Background: an optimization exercise with open tools, aiming at small area, a short achievable clock period and few clock cycles. Do not read the settings as production practice.
For this run, only the layout was checked, not whether the RTL still works.
Power figures rest on the tool's default switching activity, not on a simulated workload.

### design/flow/config.mk
export PLATFORM = sky130hd
export DESIGN_NAME = source_64bit_mod3
export DESIGN_NICKNAME = source_64bit_mod3
export VERILOG_FILES = /design/flow/design.v
export SDC_FILE = /design/flow/constraint.sdc
export NUM_CORES = 4
export LEC_CHECK = 0
export CAP_MARGIN = 20
export CORE_AREA = 5 5 85 85
export CTS_BUF_LIST = sky130_fd_sc_hd__clkbuf_2
export DIE_AREA = 0 0 90 90
export SLEW_MARGIN = 20
export SYNTH_HIERARCHICAL = 1
export BUFFER_PORTS_ARGS = -buffer_cell sky130_fd_sc_hd__buf_1
### design/flow/constraint.sdc
create_clock -name core_clock -period 4.5 [get_ports {clk}]
set_input_delay 0.9000 -clock core_clock [delete_from_list [all_inputs] [get_ports {clk}]]
set_output_delay 0.9000 -clock core_clock [all_outputs]
set_load 0.01 [all_outputs]
### design/flow/design.v
module g_nand2(input a,b, output y);
assign y = ~(a & b);
endmodule
module g_nand3(input a,b,c, output y);
assign y = ~(a & b & c);
endmodule
module g_nor2(input a,b, output y);
assign y = ~(a | b);
endmodule
module g_xor2(input a,b, output y);
assign y = a ^ b;
endmodule
module source_64bit_mod3(s, f, x, e, clk);
output reg [1:0] s;
output reg f;
input wire [63:0] x;
input wire e;
input wire clk;
wire n1; g_xor2 u1 (.a(x[0]), .b(x[2]), .y(n1));
wire n2; g_xor2 u2 (.a(x[1]), .b(x[3]), .y(n2));
wire n3; g_nor2 u3 (.a(x[0]), .b(x[2]), .y(n3));
wire n4; g_nor2 u4 (.a(x[1]), .b(x[3]), .y(n4));
wire n5; g_nand2 u5 (.a(n1), .b(n4), .y(n5));
wire n6; g_nand3 u6 (.a(x[0]), .b(x[2]), .c(n2), .y(n6));
wire n7; g_nand3 u7 (.a(n3), .b(x[1]), .c(x[3]), .y(n7));
wire n8; g_nand3 u8 (.a(n5), .b(n6), .c(n7), .y(n8));
wire n9; g_nand2 u9 (.a(n3), .b(n2), .y(n9));
wire n10; g_nand3 u10 (.a(n1), .b(x[1]), .c(x[3]), .y(n10));
wire n11; g_nand3 u11 (.a(x[0]), .b(x[2]), .c(n4), .y(n11));
wire n12; g_nand3 u12 (.a(n9), .b(n10), .c(n11), .y(n12));
wire n13; g_xor2 u13 (.a(x[4]), .b(x[6]), .y(n13));
wire n14; g_xor2 u14 (.a(x[5]), .b(x[7]), .y(n14));
wire n15; g_nor2 u15 (.a(x[4]), .b(x[6]), .y(n15));
wire n16; g_nor2 u16 (.a(x[5]), .b(x[7]), .y(n16));
wire n17; g_nand2 u17 (.a(n13), .b(n16), .y(n17));
wire n18; g_nand3 u18 (.a(x[4]), .b(x[6]), .c(n14), .y(n18));
wire n19; g_nand3 u19 (.a(n15), .b(x[5]), .c(x[7]), .y(n19));
wire n20; g_nand3 u20 (.a(n17), .b(n18), .c(n19), .y(n20));
wire n21; g_nand2 u21 (.a(n15), .b(n14), .y(n21));
wire n22; g_nand3 u22 (.a(n13), .b(x[5]), .c(x[7]), .y(n22));
wire n23; g_nand3 u23 (.a(x[4]), .b(x[6]), .c(n16), .y(n23));
wire n24; g_nand3 u24 (.a(n21), .b(n22), .c(n23), .y(n24));
wire n25; g_xor2 u25 (.a(x[8]), .b(x[10]), .y(n25));
wire n26; g_xor2 u26 (.a(x[9]), .b(x[11]), .y(n26));
wire n27; g_nor2 u27 (.a(x[8]), .b(x[10]), .y(n27));
wire n28; g_nor2 u28 (.a(x[9]), .b(x[11]), .y(n28));
wire n29; g_nand2 u29 (.a(n25), .b(n28), .y(n29));
wire n30; g_nand3 u30 (.a(x[8]), .b(x[10]), .c(n26), .y(n30));
wire n31; g_nand3 u31 (.a(n27), .b(x[9]), .c(x[11]), .y(n31));
wire n32; g_nand3 u32 (.a(n29), .b(n30), .c(n31), .y(n32));
wire n33; g_nand2 u33 (.a(n27), .b(n26), .y(n33));
wire n34; g_nand3 u34 (.a(n25), .b(x[9]), .c(x[11]), .y(n34));
wire n35; g_nand3 u35 (.a(x[8]), .b(x[10]), .c(n28), .y(n35));
wire n36; g_nand3 u36 (.a(n33), .b(n34), .c(n35), .y(n36));
wire n37; g_xor2 u37 (.a(x[12]), .b(x[14]), .y(n37));
wire n38; g_xor2 u38 (.a(x[13]), .b(x[15]), .y(n38));
wire n39; g_nor2 u39 (.a(x[12]), .b(x[14]), .y(n39));
wire n40; g_nor2 u40 (.a(x[13]), .b(x[15]), .y(n40));
wire n41; g_nand2 u41 (.a(n37), .b(n40), .y(n41));
wire n42; g_nand3 u42 (.a(x[12]), .b(x[14]), .c(n38), .y(n42));
wire n43; g_nand3 u43 (.a(n39), .b(x[13]), .c(x[15]), .y(n43));
wire n44; g_nand3 u44 (.a(n41), .b(n42), .c(n43), .y(n44));
wire n45; g_nand2 u45 (.a(n39), .b(n38), .y(n45));
wire n46; g_nand3 u46 (.a(n37), .b(x[13]), .c(x[15]), .y(n46));
wire n47; g_nand3 u47 (.a(x[12]), .b(x[14]), .c(n40), .y(n47));
wire n48; g_nand3 u48 (.a(n45), .b(n46), .c(n47), .y(n48));
wire n49; g_xor2 u49 (.a(x[16]), .b(x[18]), .y(n49));
wire n50; g_xor2 u50 (.a(x[17]), .b(x[19]), .y(n50));
wire n51; g_nor2 u51 (.a(x[16]), .b(x[18]), .y(n51));
wire n52; g_nor2 u52 (.a(x[17]), .b(x[19]), .y(n52));
wire n53; g_nand2 u53 (.a(n49), .b(n52), .y(n53));
wire n54; g_nand3 u54 (.a(x[16]), .b(x[18]), .c(n50), .y(n54));
wire n55; g_nand3 u55 (.a(n51), .b(x[17]), .c(x[19]), .y(n55));
wire n56; g_nand3 u56 (.a(n53), .b(n54), .c(n55), .y(n56));
wire n57; g_nand2 u57 (.a(n51), .b(n50), .y(n57));
wire n58; g_nand3 u58 (.a(n49), .b(x[17]), .c(x[19]), .y(n58));
wire n59; g_nand3 u59 (.a(x[16]), .b(x[18]), .c(n52), .y(n59));
wire n60; g_nand3 u60 (.a(n57), .b(n58), .c(n59), .y(n60));
wire n61; g_xor2 u61 (.a(x[20]), .b(x[22]), .y(n61));
wire n62; g_xor2 u62 (.a(x[21]), .b(x[23]), .y(n62));
wire n63; g_nor2 u63 (.a(x[20]), .b(x[22]), .y(n63));
wire n64; g_nor2 u64 (.a(x[21]), .b(x[23]), .y(n64));
wire n65; g_nand2 u65 (.a(n61), .b(n64), .y(n65));
wire n66; g_nand3 u66 (.a(x[20]), .b(x[22]), .c(n62), .y(n66));
wire n67; g_nand3 u67 (.a(n63), .b(x[21]), .c(x[23]), .y(n67));
wire n68; g_nand3 u68 (.a(n65), .b(n66), .c(n67), .y(n68));
wire n69; g_nand2 u69 (.a(n63), .b(n62), .y(n69));
wire n70; g_nand3 u70 (.a(n61), .b(x[21]), .c(x[23]), .y(n70));
wire n71; g_nand3 u71 (.a(x[20]), .b(x[22]), .c(n64), .y(n71));
wire n72; g_nand3 u72 (.a(n69), .b(n70), .c(n71), .y(n72));
wire n73; g_xor2 u73 (.a(x[24]), .b(x[26]), .y(n73));
wire n74; g_xor2 u74 (.a(x[25]), .b(x[27]), .y(n74));
wire n75; g_nor2 u75 (.a(x[24]), .b(x[26]), .y(n75));
wire n76; g_nor2 u76 (.a(x[25]), .b(x[27]), .y(n76));
wire n77; g_nand2 u77 (.a(n73), .b(n76), .y(n77));
wire n78; g_nand3 u78 (.a(x[24]), .b(x[26]), .c(n74), .y(n78));
wire n79; g_nand3 u79 (.a(n75), .b(x[25]), .c(x[27]), .y(n79));
wire n80; g_nand3 u80 (.a(n77), .b(n78), .c(n79), .y(n80));
wire n81; g_nand2 u81 (.a(n75), .b(n74), .y(n81));
wire n82; g_nand3 u82 (.a(n73), .b(x[25]), .c(x[27]), .y(n82));
wire n83; g_nand3 u83 (.a(x[24]), .b(x[26]), .c(n76), .y(n83));
wire n84; g_nand3 u84 (.a(n81), .b(n82), .c(n83), .y(n84));
wire n85; g_xor2 u85 (.a(x[28]), .b(x[30]), .y(n85));
wire n86; g_xor2 u86 (.a(x[29]), .b(x[31]), .y(n86));
wire n87; g_nor2 u87 (.a(x[28]), .b(x[30]), .y(n87));
wire n88; g_nor2 u88 (.a(x[29]), .b(x[31]), .y(n88));
wire n89; g_nand2 u89 (.a(n85), .b(n88), .y(n89));
wire n90; g_nand3 u90 (.a(x[28]), .b(x[30]), .c(n86), .y(n90));
wire n91; g_nand3 u91 (.a(n87), .b(x[29]), .c(x[31]), .y(n91));
wire n92; g_nand3 u92 (.a(n89), .b(n90), .c(n91), .y(n92));
wire n93; g_nand2 u93 (.a(n87), .b(n86), .y(n93));
wire n94; g_nand3 u94 (.a(n85), .b(x[29]), .c(x[31]), .y(n94));
wire n95; g_nand3 u95 (.a(x[28]), .b(x[30]), .c(n88), .y(n95));
wire n96; g_nand3 u96 (.a(n93), .b(n94), .c(n95), .y(n96));
wire n97; g_xor2 u97 (.a(x[32]), .b(x[34]), .y(n97));
wire n98; g_xor2 u98 (.a(x[33]), .b(x[35]), .y(n98));
wire n99; g_nor2 u99 (.a(x[32]), .b(x[34]), .y(n99));
wire n100; g_nor2 u100 (.a(x[33]), .b(x[35]), .y(n100));
wire n101; g_nand2 u101 (.a(n97), .b(n100), .y(n101));
wire n102; g_nand3 u102 (.a(x[32]), .b(x[34]), .c(n98), .y(n102));
wire n103; g_nand3 u103 (.a(n99), .b(x[33]), .c(x[35]), .y(n103));
wire n104; g_nand3 u104 (.a(n101), .b(n102), .c(n103), .y(n104));
wire n105; g_nand2 u105 (.a(n99), .b(n98), .y(n105));
wire n106; g_nand3 u106 (.a(n97), .b(x[33]), .c(x[35]), .y(n106));
wire n107; g_nand3 u107 (.a(x[32]), .b(x[34]), .c(n100), .y(n107));
wire n108; g_nand3 u108 (.a(n105), .b(n106), .c(n107), .y(n108));
wire n109; g_xor2 u109 (.a(x[36]), .b(x[38]), .y(n109));
wire n110; g_xor2 u110 (.a(x[37]), .b(x[39]), .y(n110));
wire n111; g_nor2 u111 (.a(x[36]), .b(x[38]), .y(n111));
wire n112; g_nor2 u112 (.a(x[37]), .b(x[39]), .y(n112));
wire n113; g_nand2 u113 (.a(n109), .b(n112), .y(n113));
wire n114; g_nand3 u114 (.a(x[36]), .b(x[38]), .c(n110), .y(n114));
wire n115; g_nand3 u115 (.a(n111), .b(x[37]), .c(x[39]), .y(n115));
wire n116; g_nand3 u116 (.a(n113), .b(n114), .c(n115), .y(n116));
wire n117; g_nand2 u117 (.a(n111), .b(n110), .y(n117));
wire n118; g_nand3 u118 (.a(n109), .b(x[37]), .c(x[39]), .y(n118));
wire n119; g_nand3 u119 (.a(x[36]), .b(x[38]), .c(n112), .y(n119));
wire n120; g_nand3 u120 (.a(n117), .b(n118), .c(n119), .y(n120));
wire n121; g_xor2 u121 (.a(x[40]), .b(x[42]), .y(n121));
wire n122; g_xor2 u122 (.a(x[41]), .b(x[43]), .y(n122));
wire n123; g_nor2 u123 (.a(x[40]), .b(x[42]), .y(n123));
wire n124; g_nor2 u124 (.a(x[41]), .b(x[43]), .y(n124));
wire n125; g_nand2 u125 (.a(n121), .b(n124), .y(n125));
wire n126; g_nand3 u126 (.a(x[40]), .b(x[42]), .c(n122), .y(n126));
wire n127; g_nand3 u127 (.a(n123), .b(x[41]), .c(x[43]), .y(n127));
wire n128; g_nand3 u128 (.a(n125), .b(n126), .c(n127), .y(n128));
wire n129; g_nand2 u129 (.a(n123), .b(n122), .y(n129));
wire n130; g_nand3 u130 (.a(n121), .b(x[41]), .c(x[43]), .y(n130));
wire n131; g_nand3 u131 (.a(x[40]), .b(x[42]), .c(n124), .y(n131));
wire n132; g_nand3 u132 (.a(n129), .b(n130), .c(n131), .y(n132));
wire n133; g_xor2 u133 (.a(x[44]), .b(x[46]), .y(n133));
wire n134; g_xor2 u134 (.a(x[45]), .b(x[47]), .y(n134));
wire n135; g_nor2 u135 (.a(x[44]), .b(x[46]), .y(n135));
wire n136; g_nor2 u136 (.a(x[45]), .b(x[47]), .y(n136));
wire n137; g_nand2 u137 (.a(n133), .b(n136), .y(n137));
wire n138; g_nand3 u138 (.a(x[44]), .b(x[46]), .c(n134), .y(n138));
wire n139; g_nand3 u139 (.a(n135), .b(x[45]), .c(x[47]), .y(n139));
wire n140; g_nand3 u140 (.a(n137), .b(n138), .c(n139), .y(n140));
wire n141; g_nand2 u141 (.a(n135), .b(n134), .y(n141));
wire n142; g_nand3 u142 (.a(n133), .b(x[45]), .c(x[47]), .y(n142));
wire n143; g_nand3 u143 (.a(x[44]), .b(x[46]), .c(n136), .y(n143));
wire n144; g_nand3 u144 (.a(n141), .b(n142), .c(n143), .y(n144));
wire n145; g_xor2 u145 (.a(x[48]), .b(x[50]), .y(n145));
wire n146; g_xor2 u146 (.a(x[49]), .b(x[51]), .y(n146));
wire n147; g_nor2 u147 (.a(x[48]), .b(x[50]), .y(n147));
wire n148; g_nor2 u148 (.a(x[49]), .b(x[51]), .y(n148));
wire n149; g_nand2 u149 (.a(n145), .b(n148), .y(n149));
wire n150; g_nand3 u150 (.a(x[48]), .b(x[50]), .c(n146), .y(n150));
wire n151; g_nand3 u151 (.a(n147), .b(x[49]), .c(x[51]), .y(n151));
wire n152; g_nand3 u152 (.a(n149), .b(n150), .c(n151), .y(n152));
wire n153; g_nand2 u153 (.a(n147), .b(n146), .y(n153));
wire n154; g_nand3 u154 (.a(n145), .b(x[49]), .c(x[51]), .y(n154));
wire n155; g_nand3 u155 (.a(x[48]), .b(x[50]), .c(n148), .y(n155));
wire n156; g_nand3 u156 (.a(n153), .b(n154), .c(n155), .y(n156));
wire n157; g_xor2 u157 (.a(x[52]), .b(x[54]), .y(n157));
wire n158; g_xor2 u158 (.a(x[53]), .b(x[55]), .y(n158));
wire n159; g_nor2 u159 (.a(x[52]), .b(x[54]), .y(n159));
wire n160; g_nor2 u160 (.a(x[53]), .b(x[55]), .y(n160));
wire n161; g_nand2 u161 (.a(n157), .b(n160), .y(n161));
wire n162; g_nand3 u162 (.a(x[52]), .b(x[54]), .c(n158), .y(n162));
wire n163; g_nand3 u163 (.a(n159), .b(x[53]), .c(x[55]), .y(n163));
wire n164; g_nand3 u164 (.a(n161), .b(n162), .c(n163), .y(n164));
wire n165; g_nand2 u165 (.a(n159), .b(n158), .y(n165));
wire n166; g_nand3 u166 (.a(n157), .b(x[53]), .c(x[55]), .y(n166));
wire n167; g_nand3 u167 (.a(x[52]), .b(x[54]), .c(n160), .y(n167));
wire n168; g_nand3 u168 (.a(n165), .b(n166), .c(n167), .y(n168));
wire n169; g_xor2 u169 (.a(x[56]), .b(x[58]), .y(n169));
wire n170; g_xor2 u170 (.a(x[57]), .b(x[59]), .y(n170));
wire n171; g_nor2 u171 (.a(x[56]), .b(x[58]), .y(n171));
wire n172; g_nor2 u172 (.a(x[57]), .b(x[59]), .y(n172));
wire n173; g_nand2 u173 (.a(n169), .b(n172), .y(n173));
wire n174; g_nand3 u174 (.a(x[56]), .b(x[58]), .c(n170), .y(n174));
wire n175; g_nand3 u175 (.a(n171), .b(x[57]), .c(x[59]), .y(n175));
wire n176; g_nand3 u176 (.a(n173), .b(n174), .c(n175), .y(n176));
wire n177; g_nand2 u177 (.a(n171), .b(n170), .y(n177));
wire n178; g_nand3 u178 (.a(n169), .b(x[57]), .c(x[59]), .y(n178));
wire n179; g_nand3 u179 (.a(x[56]), .b(x[58]), .c(n172), .y(n179));
wire n180; g_nand3 u180 (.a(n177), .b(n178), .c(n179), .y(n180));
wire n181; g_xor2 u181 (.a(x[60]), .b(x[62]), .y(n181));
wire n182; g_xor2 u182 (.a(x[61]), .b(x[63]), .y(n182));
wire n183; g_nor2 u183 (.a(x[60]), .b(x[62]), .y(n183));
wire n184; g_nor2 u184 (.a(x[61]), .b(x[63]), .y(n184));
wire n185; g_nand2 u185 (.a(n181), .b(n184), .y(n185));
wire n186; g_nand3 u186 (.a(x[60]), .b(x[62]), .c(n182), .y(n186));
wire n187; g_nand3 u187 (.a(n183), .b(x[61]), .c(x[63]), .y(n187));
wire n188; g_nand3 u188 (.a(n185), .b(n186), .c(n187), .y(n188));
wire n189; g_nand2 u189 (.a(n183), .b(n182), .y(n189));
wire n190; g_nand3 u190 (.a(n181), .b(x[61]), .c(x[63]), .y(n190));
wire n191; g_nand3 u191 (.a(x[60]), .b(x[62]), .c(n184), .y(n191));
wire n192; g_nand3 u192 (.a(n189), .b(n190), .c(n191), .y(n192));
wire n193; g_nor2 u193 (.a(n12), .b(n8), .y(n193));
wire n194; g_nor2 u194 (.a(n24), .b(n20), .y(n194));
wire n195; g_nand2 u195 (.a(n193), .b(n194), .y(n195));
wire n196; g_nand2 u196 (.a(n8), .b(n24), .y(n196));
wire n197; g_nand2 u197 (.a(n12), .b(n20), .y(n197));
wire n198; g_nand3 u198 (.a(n195), .b(n196), .c(n197), .y(n198));
wire n199; g_nand2 u199 (.a(n193), .b(n20), .y(n199));
wire n200; g_nand2 u200 (.a(n8), .b(n194), .y(n200));
wire n201; g_nand2 u201 (.a(n12), .b(n24), .y(n201));
wire n202; g_nand3 u202 (.a(n199), .b(n200), .c(n201), .y(n202));
wire n203; g_nand2 u203 (.a(n193), .b(n24), .y(n203));
wire n204; g_nand2 u204 (.a(n8), .b(n20), .y(n204));
wire n205; g_nand2 u205 (.a(n12), .b(n194), .y(n205));
wire n206; g_nand3 u206 (.a(n203), .b(n204), .c(n205), .y(n206));
wire n207; g_nor2 u207 (.a(n36), .b(n32), .y(n207));
wire n208; g_nor2 u208 (.a(n48), .b(n44), .y(n208));
wire n209; g_nand2 u209 (.a(n207), .b(n208), .y(n209));
wire n210; g_nand2 u210 (.a(n32), .b(n48), .y(n210));
wire n211; g_nand2 u211 (.a(n36), .b(n44), .y(n211));
wire n212; g_nand3 u212 (.a(n209), .b(n210), .c(n211), .y(n212));
wire n213; g_nand2 u213 (.a(n207), .b(n44), .y(n213));
wire n214; g_nand2 u214 (.a(n32), .b(n208), .y(n214));
wire n215; g_nand2 u215 (.a(n36), .b(n48), .y(n215));
wire n216; g_nand3 u216 (.a(n213), .b(n214), .c(n215), .y(n216));
wire n217; g_nand2 u217 (.a(n207), .b(n48), .y(n217));
wire n218; g_nand2 u218 (.a(n32), .b(n44), .y(n218));
wire n219; g_nand2 u219 (.a(n36), .b(n208), .y(n219));
wire n220; g_nand3 u220 (.a(n217), .b(n218), .c(n219), .y(n220));
wire n221; g_nor2 u221 (.a(n60), .b(n56), .y(n221));
wire n222; g_nor2 u222 (.a(n72), .b(n68), .y(n222));
wire n223; g_nand2 u223 (.a(n221), .b(n222), .y(n223));
wire n224; g_nand2 u224 (.a(n56), .b(n72), .y(n224));
wire n225; g_nand2 u225 (.a(n60), .b(n68), .y(n225));
wire n226; g_nand3 u226 (.a(n223), .b(n224), .c(n225), .y(n226));
wire n227; g_nand2 u227 (.a(n221), .b(n68), .y(n227));
wire n228; g_nand2 u228 (.a(n56), .b(n222), .y(n228));
wire n229; g_nand2 u229 (.a(n60), .b(n72), .y(n229));
wire n230; g_nand3 u230 (.a(n227), .b(n228), .c(n229), .y(n230));
wire n231; g_nand2 u231 (.a(n221), .b(n72), .y(n231));
wire n232; g_nand2 u232 (.a(n56), .b(n68), .y(n232));
wire n233; g_nand2 u233 (.a(n60), .b(n222), .y(n233));
wire n234; g_nand3 u234 (.a(n231), .b(n232), .c(n233), .y(n234));
wire n235; g_nor2 u235 (.a(n84), .b(n80), .y(n235));
wire n236; g_nor2 u236 (.a(n96), .b(n92), .y(n236));
wire n237; g_nand2 u237 (.a(n235), .b(n236), .y(n237));
wire n238; g_nand2 u238 (.a(n80), .b(n96), .y(n238));
wire n239; g_nand2 u239 (.a(n84), .b(n92), .y(n239));
wire n240; g_nand3 u240 (.a(n237), .b(n238), .c(n239), .y(n240));
wire n241; g_nand2 u241 (.a(n235), .b(n92), .y(n241));
wire n242; g_nand2 u242 (.a(n80), .b(n236), .y(n242));
wire n243; g_nand2 u243 (.a(n84), .b(n96), .y(n243));
wire n244; g_nand3 u244 (.a(n241), .b(n242), .c(n243), .y(n244));
wire n245; g_nand2 u245 (.a(n235), .b(n96), .y(n245));
wire n246; g_nand2 u246 (.a(n80), .b(n92), .y(n246));
wire n247; g_nand2 u247 (.a(n84), .b(n236), .y(n247));
wire n248; g_nand3 u248 (.a(n245), .b(n246), .c(n247), .y(n248));
wire n249; g_nor2 u249 (.a(n108), .b(n104), .y(n249));
wire n250; g_nor2 u250 (.a(n120), .b(n116), .y(n250));
wire n251; g_nand2 u251 (.a(n249), .b(n250), .y(n251));
wire n252; g_nand2 u252 (.a(n104), .b(n120), .y(n252));
wire n253; g_nand2 u253 (.a(n108), .b(n116), .y(n253));
wire n254; g_nand3 u254 (.a(n251), .b(n252), .c(n253), .y(n254));
wire n255; g_nand2 u255 (.a(n249), .b(n116), .y(n255));
wire n256; g_nand2 u256 (.a(n104), .b(n250), .y(n256));
wire n257; g_nand2 u257 (.a(n108), .b(n120), .y(n257));
wire n258; g_nand3 u258 (.a(n255), .b(n256), .c(n257), .y(n258));
wire n259; g_nand2 u259 (.a(n249), .b(n120), .y(n259));
wire n260; g_nand2 u260 (.a(n104), .b(n116), .y(n260));
wire n261; g_nand2 u261 (.a(n108), .b(n250), .y(n261));
wire n262; g_nand3 u262 (.a(n259), .b(n260), .c(n261), .y(n262));
wire n263; g_nor2 u263 (.a(n132), .b(n128), .y(n263));
wire n264; g_nor2 u264 (.a(n144), .b(n140), .y(n264));
wire n265; g_nand2 u265 (.a(n263), .b(n264), .y(n265));
wire n266; g_nand2 u266 (.a(n128), .b(n144), .y(n266));
wire n267; g_nand2 u267 (.a(n132), .b(n140), .y(n267));
wire n268; g_nand3 u268 (.a(n265), .b(n266), .c(n267), .y(n268));
wire n269; g_nand2 u269 (.a(n263), .b(n140), .y(n269));
wire n270; g_nand2 u270 (.a(n128), .b(n264), .y(n270));
wire n271; g_nand2 u271 (.a(n132), .b(n144), .y(n271));
wire n272; g_nand3 u272 (.a(n269), .b(n270), .c(n271), .y(n272));
wire n273; g_nand2 u273 (.a(n263), .b(n144), .y(n273));
wire n274; g_nand2 u274 (.a(n128), .b(n140), .y(n274));
wire n275; g_nand2 u275 (.a(n132), .b(n264), .y(n275));
wire n276; g_nand3 u276 (.a(n273), .b(n274), .c(n275), .y(n276));
wire n277; g_nor2 u277 (.a(n156), .b(n152), .y(n277));
wire n278; g_nor2 u278 (.a(n168), .b(n164), .y(n278));
wire n279; g_nand2 u279 (.a(n277), .b(n278), .y(n279));
wire n280; g_nand2 u280 (.a(n152), .b(n168), .y(n280));
wire n281; g_nand2 u281 (.a(n156), .b(n164), .y(n281));
wire n282; g_nand3 u282 (.a(n279), .b(n280), .c(n281), .y(n282));
wire n283; g_nand2 u283 (.a(n277), .b(n164), .y(n283));
wire n284; g_nand2 u284 (.a(n152), .b(n278), .y(n284));
wire n285; g_nand2 u285 (.a(n156), .b(n168), .y(n285));
wire n286; g_nand3 u286 (.a(n283), .b(n284), .c(n285), .y(n286));
wire n287; g_nand2 u287 (.a(n277), .b(n168), .y(n287));
wire n288; g_nand2 u288 (.a(n152), .b(n164), .y(n288));
wire n289; g_nand2 u289 (.a(n156), .b(n278), .y(n289));
wire n290; g_nand3 u290 (.a(n287), .b(n288), .c(n289), .y(n290));
wire n291; g_nor2 u291 (.a(n180), .b(n176), .y(n291));
wire n292; g_nor2 u292 (.a(n192), .b(n188), .y(n292));
wire n293; g_nand2 u293 (.a(n291), .b(n292), .y(n293));
wire n294; g_nand2 u294 (.a(n176), .b(n192), .y(n294));
wire n295; g_nand2 u295 (.a(n180), .b(n188), .y(n295));
wire n296; g_nand3 u296 (.a(n293), .b(n294), .c(n295), .y(n296));
wire n297; g_nand2 u297 (.a(n291), .b(n188), .y(n297));
wire n298; g_nand2 u298 (.a(n176), .b(n292), .y(n298));
wire n299; g_nand2 u299 (.a(n180), .b(n192), .y(n299));
wire n300; g_nand3 u300 (.a(n297), .b(n298), .c(n299), .y(n300));
wire n301; g_nand2 u301 (.a(n291), .b(n192), .y(n301));
wire n302; g_nand2 u302 (.a(n176), .b(n188), .y(n302));
wire n303; g_nand2 u303 (.a(n180), .b(n292), .y(n303));
wire n304; g_nand3 u304 (.a(n301), .b(n302), .c(n303), .y(n304));
wire n305; g_nand2 u305 (.a(n198), .b(n212), .y(n305));
wire n306; g_nand2 u306 (.a(n202), .b(n220), .y(n306));
wire n307; g_nand2 u307 (.a(n206), .b(n216), .y(n307));
wire n308; g_nand3 u308 (.a(n305), .b(n306), .c(n307), .y(n308));
wire n309; g_nand2 u309 (.a(n198), .b(n216), .y(n309));
wire n310; g_nand2 u310 (.a(n202), .b(n212), .y(n310));
wire n311; g_nand2 u311 (.a(n206), .b(n220), .y(n311));
wire n312; g_nand3 u312 (.a(n309), .b(n310), .c(n311), .y(n312));
wire n313; g_nand2 u313 (.a(n198), .b(n220), .y(n313));
wire n314; g_nand2 u314 (.a(n202), .b(n216), .y(n314));
wire n315; g_nand2 u315 (.a(n206), .b(n212), .y(n315));
wire n316; g_nand3 u316 (.a(n313), .b(n314), .c(n315), .y(n316));
wire n317; g_nand2 u317 (.a(n226), .b(n240), .y(n317));
wire n318; g_nand2 u318 (.a(n230), .b(n248), .y(n318));
wire n319; g_nand2 u319 (.a(n234), .b(n244), .y(n319));
wire n320; g_nand3 u320 (.a(n317), .b(n318), .c(n319), .y(n320));
wire n321; g_nand2 u321 (.a(n226), .b(n244), .y(n321));
wire n322; g_nand2 u322 (.a(n230), .b(n240), .y(n322));
wire n323; g_nand2 u323 (.a(n234), .b(n248), .y(n323));
wire n324; g_nand3 u324 (.a(n321), .b(n322), .c(n323), .y(n324));
wire n325; g_nand2 u325 (.a(n226), .b(n248), .y(n325));
wire n326; g_nand2 u326 (.a(n230), .b(n244), .y(n326));
wire n327; g_nand2 u327 (.a(n234), .b(n240), .y(n327));
wire n328; g_nand3 u328 (.a(n325), .b(n326), .c(n327), .y(n328));
wire n329; g_nand2 u329 (.a(n254), .b(n268), .y(n329));
wire n330; g_nand2 u330 (.a(n258), .b(n276), .y(n330));
wire n331; g_nand2 u331 (.a(n262), .b(n272), .y(n331));
wire n332; g_nand3 u332 (.a(n329), .b(n330), .c(n331), .y(n332));
wire n333; g_nand2 u333 (.a(n254), .b(n272), .y(n333));
wire n334; g_nand2 u334 (.a(n258), .b(n268), .y(n334));
wire n335; g_nand2 u335 (.a(n262), .b(n276), .y(n335));
wire n336; g_nand3 u336 (.a(n333), .b(n334), .c(n335), .y(n336));
wire n337; g_nand2 u337 (.a(n254), .b(n276), .y(n337));
wire n338; g_nand2 u338 (.a(n258), .b(n272), .y(n338));
wire n339; g_nand2 u339 (.a(n262), .b(n268), .y(n339));
wire n340; g_nand3 u340 (.a(n337), .b(n338), .c(n339), .y(n340));
wire n341; g_nand2 u341 (.a(n282), .b(n296), .y(n341));
wire n342; g_nand2 u342 (.a(n286), .b(n304), .y(n342));
wire n343; g_nand2 u343 (.a(n290), .b(n300), .y(n343));
wire n344; g_nand3 u344 (.a(n341), .b(n342), .c(n343), .y(n344));
wire n345; g_nand2 u345 (.a(n282), .b(n300), .y(n345));
wire n346; g_nand2 u346 (.a(n286), .b(n296), .y(n346));
wire n347; g_nand2 u347 (.a(n290), .b(n304), .y(n347));
wire n348; g_nand3 u348 (.a(n345), .b(n346), .c(n347), .y(n348));
wire n349; g_nand2 u349 (.a(n282), .b(n304), .y(n349));
wire n350; g_nand2 u350 (.a(n286), .b(n300), .y(n350));
wire n351; g_nand2 u351 (.a(n290), .b(n296), .y(n351));
wire n352; g_nand3 u352 (.a(n349), .b(n350), .c(n351), .y(n352));
wire n353; g_nand2 u353 (.a(n308), .b(n320), .y(n353));
wire n354; g_nand2 u354 (.a(n312), .b(n328), .y(n354));
wire n355; g_nand2 u355 (.a(n316), .b(n324), .y(n355));
wire n356; g_nand3 u356 (.a(n353), .b(n354), .c(n355), .y(n356));
wire n357; g_nand2 u357 (.a(n308), .b(n324), .y(n357));
wire n358; g_nand2 u358 (.a(n312), .b(n320), .y(n358));
wire n359; g_nand2 u359 (.a(n316), .b(n328), .y(n359));
wire n360; g_nand3 u360 (.a(n357), .b(n358), .c(n359), .y(n360));
wire n361; g_nand2 u361 (.a(n308), .b(n328), .y(n361));
wire n362; g_nand2 u362 (.a(n312), .b(n324), .y(n362));
wire n363; g_nand2 u363 (.a(n316), .b(n320), .y(n363));
wire n364; g_nand3 u364 (.a(n361), .b(n362), .c(n363), .y(n364));
wire n365; g_nand2 u365 (.a(n332), .b(n344), .y(n365));
wire n366; g_nand2 u366 (.a(n336), .b(n352), .y(n366));
wire n367; g_nand2 u367 (.a(n340), .b(n348), .y(n367));
wire n368; g_nand3 u368 (.a(n365), .b(n366), .c(n367), .y(n368));
wire n369; g_nand2 u369 (.a(n332), .b(n348), .y(n369));
wire n370; g_nand2 u370 (.a(n336), .b(n344), .y(n370));
wire n371; g_nand2 u371 (.a(n340), .b(n352), .y(n371));
wire n372; g_nand3 u372 (.a(n369), .b(n370), .c(n371), .y(n372));
wire n373; g_nand2 u373 (.a(n332), .b(n352), .y(n373));
wire n374; g_nand2 u374 (.a(n336), .b(n348), .y(n374));
wire n375; g_nand2 u375 (.a(n340), .b(n344), .y(n375));
wire n376; g_nand3 u376 (.a(n373), .b(n374), .c(n375), .y(n376));
wire n377; g_nand2 u377 (.a(n356), .b(n372), .y(n377));
wire n378; g_nand2 u378 (.a(n360), .b(n368), .y(n378));
wire n379; g_nand2 u379 (.a(n364), .b(n376), .y(n379));
wire n380; g_nand3 u380 (.a(n377), .b(n378), .c(n379), .y(n380));
wire n381; g_nand2 u381 (.a(n356), .b(n376), .y(n381));
wire n382; g_nand2 u382 (.a(n360), .b(n372), .y(n382));
wire n383; g_nand2 u383 (.a(n364), .b(n368), .y(n383));
wire n384; g_nand3 u384 (.a(n381), .b(n382), .c(n383), .y(n384));
always @(posedge clk) begin
  f <= e;
  s <= {n384, n380};
end
endmodule
### design/flow/flow/run.sh
#!/bin/bash
cat >> config.mk <<'EOC'
export BUFFER_PORTS_ARGS = -buffer_cell sky130_fd_sc_hd__buf_1
EOC
bash standard.sh > standard.log 2>&1
### design/flow/standard.sh
#!/bin/bash
# synth_recipe.tcl (not shown) runs the flow's synth.tcl, then flattens the netlist and writes it again
# the make line also repeats each setting of config.mk as NAME=value (left out here)
make -C /OpenROAD-flow-scripts/flow DESIGN_CONFIG=/design/flow/config.mk WORK_HOME=/design/flow/orfs CLKGATE_MAP_FILE= SYNTH_SCRIPT=/design/flow/synth_recipe.tcl "${@:-finish}"
==> results.txt <==
-- worst paths after layout --
check,to,cells past startpoint,startpoint,slack [ns]
max,s[1],13,x[35],2.19
min,f,1,e,0.80
-- layout make-up --
type / instances / share of cell area [%]
timing repair buffer: 68 / 11.6
clock buffer: 4 / 0.907
multi-input combinational: 384 / 80.5
sequential: 3 / 2.72
tap: 77 / 4.36
-- modules after synthesis (local to each module, per instance) --
| module | flip-flops and latches | cells | area [sq um] |
|---|---|---|---|
| g_xor2 | 0 | 1 | 8.76 |
| g_nor2 | 0 | 1 | 3.75 |
| g_nand3 | 0 | 1 | 5.00 |
| g_nand2 | 0 | 1 | 3.75 |
| source_64bit_mod3 | 3 | 3 | 60.1 |
-- cell families after synthesis --
| logic type | Yosys count | synth area share [%] |
|---|---|---|
| simple gates | 352 | 81.5 |
| xor+xnor | 32 | 15.3 |
| flops | 3 | 3.27 |
-- layer usage --
layer	track usage (%)	wire, um
met5	0	0
met4	1.61	0
met3	0.918	200
met2	22.1	2560
met1	13.2	2130
-- registers in the layout (all words and copies together), names as in the netlist --
name and flops:
f 1, s 2
-- power groups by stage --
stage	clock (W)	combinational, W	sequential, W
3_3_place_gp	0	0.000332	0.0000379
6_report	0.0000353	0.000345	0.0000364
5_1_grt	0.0000409	0.000403	0.0000381
3_5_place_dp	0	0.000346	0.0000376
4_1_cts	0.0000372	0.000347	0.0000372
2_1_floorplan	0	0.000245	0.0000398
-- stage by stage --
step	util, %	cell area (sq um)
floorplan	-	1840
CTS	35.2	2210
detailed placement	34.9	2190
global placement	34.9	2190
global route	35.2	2210
finish	35.2	2210
-- cell usage after synthesis --
cell     number  area, sq um
dfxtp_1       3         60.1
nand2_1     164          616
nor2_1       48          180
nand3_1     140          701
xor2_1       32          280
-- cell usage in the layout, fill, tap and decap left out --
| cell type | instances |
|---|---|
| nand2_1 | 164 |
| clkbuf_2 | 4 |
| buf_1 | 68 |
| dfxtp_1 | 3 |
| xor2_1 | 32 |
| nor2_1 | 48 |
| nand3_1 | 140 |
-- critical path, cell delays in order --
cell	delay, ns
buf_1	0.17
xor2_1	0.22
nand3_1	0.11
nand3_1	0.15
nor2_1	0.10
nand2_1	0.07
nand3_1	0.12
nand2_1	0.10
nand3_1	0.11
nand2_1	0.10
nand3_1	0.10
nand2_1	0.07
nand3_1	0.08
==> flow_summary.toml <==
[place]
dp_cells = 532
io_buffers = 68
dp_hpwl_mm = 4.33
routabilityCongestion = 0.719
place_ws_ns = 1.99

[detailed_routing]
vias = 2668
drc = 0
vias_per_cell = 4.98
wl_per_cell_um = 9.12
ant_nets = 0
wl_mm = 4.89
drt_iter0_markers = 118
dr.pass1.iters = 4

[timing]
setup_ws_ns = 2.19
finalSetupViolCount = 0
clock.fmax_mhz = 433
drv_slew = 0
whs_ns = 0.796
final.min_clock_period_ns = 2.31
slew_headroom_pct = 86.0
hold_viol_final = 0
setup-tns-final_ns = 0
rsz0062_at_grt = "no"
finalCritPeriodShare_pct = 51.4
worst_pin_slew_ns = 0.210

[worst_setup_path]
end_kind = "flop"
cp.arrival_ns = 2.38
worst-path-max-fanout = 4
worstPathRequired_ns = 4.57
critPathKind = "in2reg"
worstSetupStartpointType = "input pin"

[run_status]
outcome = "finished clean"

[finish]
multi_input_area_sq_mm = 0.00178
fin_cells = 536
syn2layout_area_growth_pct = 20.2
fillers = 711
fin_nets = 526
drive_gt1_share_pct = 0.871
diodes = 0
seq_area_sq_um = 60.1

[floorplanning]
die_w_um = 90
core-area_sq_mm = 0.00628
start_util_pct = 29.3
fp.dieH_um = 90
fp.dieArea_sq_mm = 0.00810
ios = 69
num_rows = 29

[run]
maxCapViolCount = 0

[power_and_ir_drop]
power_frac_seq_pct = 8.7
power_w = 0.000417
power_frac_clock_pct = 8.5
power.leakage_nw = 0.966
ir_drop_uv = 58.7
internal_power_w = 0.000175
power_density_mw_per_mm2 = 189
switchingPower_w = 0.000242
p_sw_share_pct = 58.1
p_comb_share_pct = 82.8

[global_route]
gr-total-overflow = 0
grt_pass1_vias = 2325
grt_usage_pct = 11.2
grt_pass1_wl_mm = 8.64
grt_max_degree = 5
antenna_found_initial = 0

[synthesis]
netlist_area_sq_mm = 0.00184
netlist_instances = 387
synth.avg_cell_area_sq_um = 4.75
ys_seq_elements = 3
synth_nets = 453
ys_seq_area_share_pct = 3.27
ys.warnings.count = 7
ys_types = 5

[clock_network]
htreeDepth = 1
clkTransAtPathRegs_ns = 0.04
cts_max_path_buffers = 2
cts_hold_buf = 0
cts_resized = 0
numCtsBuffers = 3
cts_tree = "built"
post_cts_buffers = 0
cts_sinks = 3
cts_root_buffer = "clkbuf_2"

[worst_hold_path]
hold_path_class = "in2reg"

==> what the ideal ports hide <==
Ports are ideal in the flow. The routed layout listed here was re-timed in OpenROAD.
Step 1: set_driving_cell puts a clkbuf_16 on clk and a buf_2 on each other input, an assumption about the parent block.
Step 2 times the ports against the registers' clock, not the clock port: input delays grow and output delays shrink by t, the midpoint of the rising clock arrivals with the driver on.
Three values: no drivers, after step 1, after step 2; two values: the first two.
t (ns): 0.206
setup WS [ns]: 2.189 / 2.179 / 1.973
hold slack, ns: 0.796 / 0.807 / 1.013
latest minus earliest clock arrival (ns): 0.002 / 0.002
worst register clock-pin slew, ns: 0.04 / 0.04
After both steps this run still meets setup and hold. The setup slack of this run moves by -0.010 ns with the drivers and by -0.216 ns with both steps.
